Source: an optimization exercise on an open RTL-to-GDS flow (aim: small area). Production flows keep margins and buffers that such runs may drop. At most, simulation tests tie the RTL to the original design; equivalence was not proved. No activity file was given, so power comes from the tool's default toggle rates.

// IntMem
module IntMem (
            scan_en,
            aclk,
            areset_n,
            mem_type,
            remap,
            axi_awid,
            axi_awaddr,
            axi_awlen,
            axi_awsize,
            axi_awburst,
            axi_awlock,
            axi_awcache,
            axi_awprot,
            axi_awvalid,
            axi_awready,
            axi_wdata,
            axi_wstrb,
            axi_wlast,
            axi_wvalid,
            axi_wready,
            axi_bid,
            axi_bresp,
            axi_bvalid,
            axi_bready,
           axi_arid,      
           axi_araddr,       
           axi_arlen,     
           axi_arsize,    
           axi_arburst,   
           axi_arlock,    
           axi_arcache,   
           axi_arprot,    
           axi_arvalid,   
           axi_arready,
           axi_rid,
           axi_rdata,
           axi_rresp,
           axi_rlast,
           axi_rvalid,
           axi_rready,
           mem0_cs_n,
           mem0_wr_n,
           mem0_rd_n,
           mem0_wr_byte_en,
           mem0_addr,
           mem0_wr_addr,
           mem0_din,
           mem0_dout,
           mem1_cs_n,
           mem1_wr_n,
           mem1_rd_n,
           mem1_wr_byte_en,
           mem1_addr,
           mem1_wr_addr,
           mem1_din,
           mem1_dout,
           mem2_cs_n,
           mem2_wr_n,
           mem2_rd_n,
           mem2_wr_byte_en,
           mem2_addr,
           mem2_wr_addr,
           mem2_din,
           mem2_dout 
);
parameter             ID_WIDTH   = 12;           
parameter             DATA_WIDTH = 128;          
localparam            ID_MAX     = ID_WIDTH-1;
input               scan_en;
input               aclk;                                               
input               areset_n;
input               mem_type;  
  ...
Size in the first run: roughly 2300 cells after synthesis, ~1500 I/O pins, roughly 0.021 mm2 of cells after synthesis.
export LEC_CHECK = 0
export CAP_MARGIN = 20
export CORE_AREA = 10 10 530 530
export DIE_AREA = 0 0 540 540
export SLEW_MARGIN = 20
create_clock -name core_clock -period 11.0 [get_ports {aclk}]
run.sh (not shown) runs the stock make flow with config.mk's settings and CLKGATE_MAP_FILE= SYNTH_SCRIPT=/design/flow/synth_recipe.tcl, a recipe that flattens the netlist after the stock synthesis.
Next try:
==> flow/flow/run.sh (new file) <==
#!/bin/bash

set -euo pipefail
export BUFFER_PORTS_ARGS="-buffer_cell sky130_fd_sc_hd__buf_1"
export CTS_ARGS="-sink_clustering_enable -repair_clock_nets -dont_use_dummy_load -buf_list {sky130_fd_sc_hd__clkbuf_2 sky130_fd_sc_hd__clkbuf_4 sky130_fd_sc_hd__clkbuf_8}"
bash standard.sh finish > standard_flow.log 2>&1
==> flow/standard.sh (new file) <==
#!/bin/bash
# synth_recipe.tcl (not shown) runs the flow's synth.tcl, then flattens the netlist and writes it again
# the make line also repeats each setting of config.mk as NAME=value (left out here)
make -C /OpenROAD-flow-scripts/flow DESIGN_CONFIG=/design/flow/config.mk WORK_HOME=/design/flow/orfs CLKGATE_MAP_FILE= SYNTH_SCRIPT=/design/flow/synth_recipe.tcl "${@:-finish}"
ABC_AREA = 1   (was not set)
removed: flow/run.sh
Outcome: The new run passed the timing, DRC and antenna checks. Setup slack gains 530 ps. Power drops by a quarter to a third. Utilization shrinks by 1.4 points.
Next try:
==> flow/flow/run.sh (replaced) <==
#!/bin/bash
set -euo pipefail
export BUFFER_PORTS_ARGS="-buffer_cell sky130_fd_sc_hd__buf_1"
export CTS_ARGS="-sink_clustering_enable -repair_clock_nets -dont_use_dummy_load -buf_list {sky130_fd_sc_hd__clkbuf_2 sky130_fd_sc_hd__clkbuf_4 sky130_fd_sc_hd__clkbuf_8}"
export RECOVER_POWER=100
bash standard.sh finish > standard_flow.log 2>&1
Result:
- This time the run finished but failed the layout checks on capacitance limit, slew limit
- wire length barely changes
- via count hardly moves
- setup slack got worse by 930 ps
- flip-flop and latch count stays the same
- cell count stays the same
- critical path depth goes up by 2
- register-to-register slack got worse by 2300 ps
- sequential power stays flat
- total power goes down by about 1.1%
- worst hold slack hardly moves
No run of this note included a check of the RTL's function; only the layout flow was run.

* * *

== run A ==
Another version of the RTL of IntMem (not shown whole).
For scale: ~1800 cells after synthesis, roughly 290 flip-flops, about 1500 I/O pins, roughly 0.017 sq mm of cells after synthesis.
Settings: LEC_CHECK=0, CAP_MARGIN=5, CORE_AREA=10 10 530 530, DIE_AREA=0 0 540 540, SLEW_MARGIN=5; clock period 11.0 ns.
standard.sh (not shown) runs the stock make flow with config.mk's settings and CLKGATE_MAP_FILE= SYNTH_SCRIPT=/design/flow/synth_recipe.tcl, a recipe that flattens the netlist after the stock synthesis.
==> flow/flow/run.sh <==
#!/bin/bash
set -euo pipefail
export BUFFER_PORTS_ARGS="-buffer_cell sky130_fd_sc_hd__buf_1"
export CTS_ARGS="-sink_clustering_enable -repair_clock_nets -dont_use_dummy_load -sink_clustering_size 15 -sink_clustering_max_diameter 70 -buf_list {sky130_fd_sc_hd__clkbuf_8}"
bash standard.sh finish > standard_flow.log 2>&1
Looking at the reports, run A completed the entire flow and the layout it produced met the timing, DRC and antenna checks.
--- input diff run A..run B ---
Settings: changing SLEW_MARGIN from 5 to 20; changing CAP_MARGIN from 5 to 20; setting PLACE_DENSITY to 0.5 for the first time.
### Flow results
Run B reached the end of the flow, and the finished layout is clean on the timing, DRC and antenna checks. Placer congestion estimate was lower in run A than in run B. Run B: total power consumption of the routed design 0.66% above run A. [compare] base=run A new=run B: share of the clock period used by the worst path after layout about even, synthesized cell count about even, mean number of vias per cell rose 0.031. Of run A and run B, the higher number of global-route vias before repair belongs to run B. The combinational power was comparable across run A and run B. From run A to run B, number of tap cells inserted did not move at all. Going from run A to run B, the layout cell share with drive strength beyond 1 was found to have gone down by 0.28 points. Any difference in final cell count between run A and run B is small enough to ignore. Core utilization: run A vs run B — no meaningful difference.
What run C does differently from run B at the input level:
Settings: PLACE_DENSITY changed from 0.5 to 0.7.
### Flow results
Run C gives more overall routing resource usage than run B did. Non-clock buffer count: run C < run B. Data arrival time of the worst path, run C and run B: larger value in run C. Post-synthesis to final-layout area growth across run C and run B: no real change. Run B -> run C: core utilization flat. Changes observed in run C relative to run B: number of gates on the worst path with buffers counted moved down, count of clock-buffer cells in the layout shows an increase of about 17%.
> inputs changed (run C -> run D)
Settings: ABC_AREA newly set to 1; PLACE_DENSITY removed (was 0.7).
--- outcome ---
Against run C, met2 wirelength from detailed routing in run D rose by more than 10%.
When run D is set beside run C, its synthesized-area fraction occupied by and/or/nand/nor cells turns out to be 15 points larger.
Run C ran to completion and came out clean on the timing, DRC and antenna checks.
Both conditions hold for run D: the flow ran to the end and the final layout passed the timing, DRC and antenna checks.
| sequential cell count | run C vs run D | ≈ equal |
Run D ends up with lower average cell area after synthesis than run C does.
Routed wire length for run D: about 2% up relative to run C
[compare] base=run C new=run D: final cell count has increased, highest clock frequency the design can meet has increased.
--- input diff run D..run E ---
Settings: changing DIE_AREA from 0 0 540 540 to 0 0 505 505; changing CORE_AREA from 10 10 530 530 to 10 10 495 495; removing ABC_AREA (formerly 1).
Results
- Run E: clock network fraction of total power lower than run D
- The sequential share of layout area of run E is higher than that of run D.
- Run E reached the final stage; the timing, DRC and antenna checks on its layout passed.
- Looking at mean number of vias per cell, run E sits above run D.
- Any difference in number of buffers on the longest clock path between run E and run D is small enough to ignore.
- Of the two candidates, run D has the worse total power consumption of the routed design and run E the better one.
- Compared with run D, run E degrades slack of the critical path.

-- static timing again, ports no longer ideal --
Ports are ideal in the flow. The routed layouts listed here were re-timed in OpenROAD. Step 1 sets driving cells, clkbuf_16 on the clock port and buf_2 on the other inputs (assumed; they add their load-dependent delay and slew). Step 2 times the ports against the registers' clock, not the clock port: input delays grow and output delays shrink by t, the midpoint of the rising clock arrivals with the driver on. Slacks: no drivers / after step 1 / after step 2; pairs: no drivers / after step 1.
run | t (ns) | setup WS [ns] | worst setup path after step 2 | cell pins on the clock port's net
the first run of note 1 | 0.718 | 1.973 / 1.893 / 1.893 | input to output | 1
the second run of note 1 | 0.813 | 2.501 / 2.466 / 2.466 | input to output | 1
the third run of note 1 | 0.812 | 1.574 / 1.461 / 1.461 | input to output | 1
run A | 0.728 | 0.657 / 0.625 / 0.625 | input to output | 1
run B | 0.728 | 0.650 / 0.621 / 0.621 | input to output | 1
run C | 0.745 | 0.486 / 0.408 / 0.408 | input to output | 1
run D | 0.760 | 0.765 / 0.714 / 0.714 | input to output | 1
run E | 0.738 | 0.524 / 0.493 / 0.493 | input to output | 1
For the third run of note 1, which loses most, drivers alone change the setup slack by -0.113 ns; drivers and shift together by -0.113 ns.
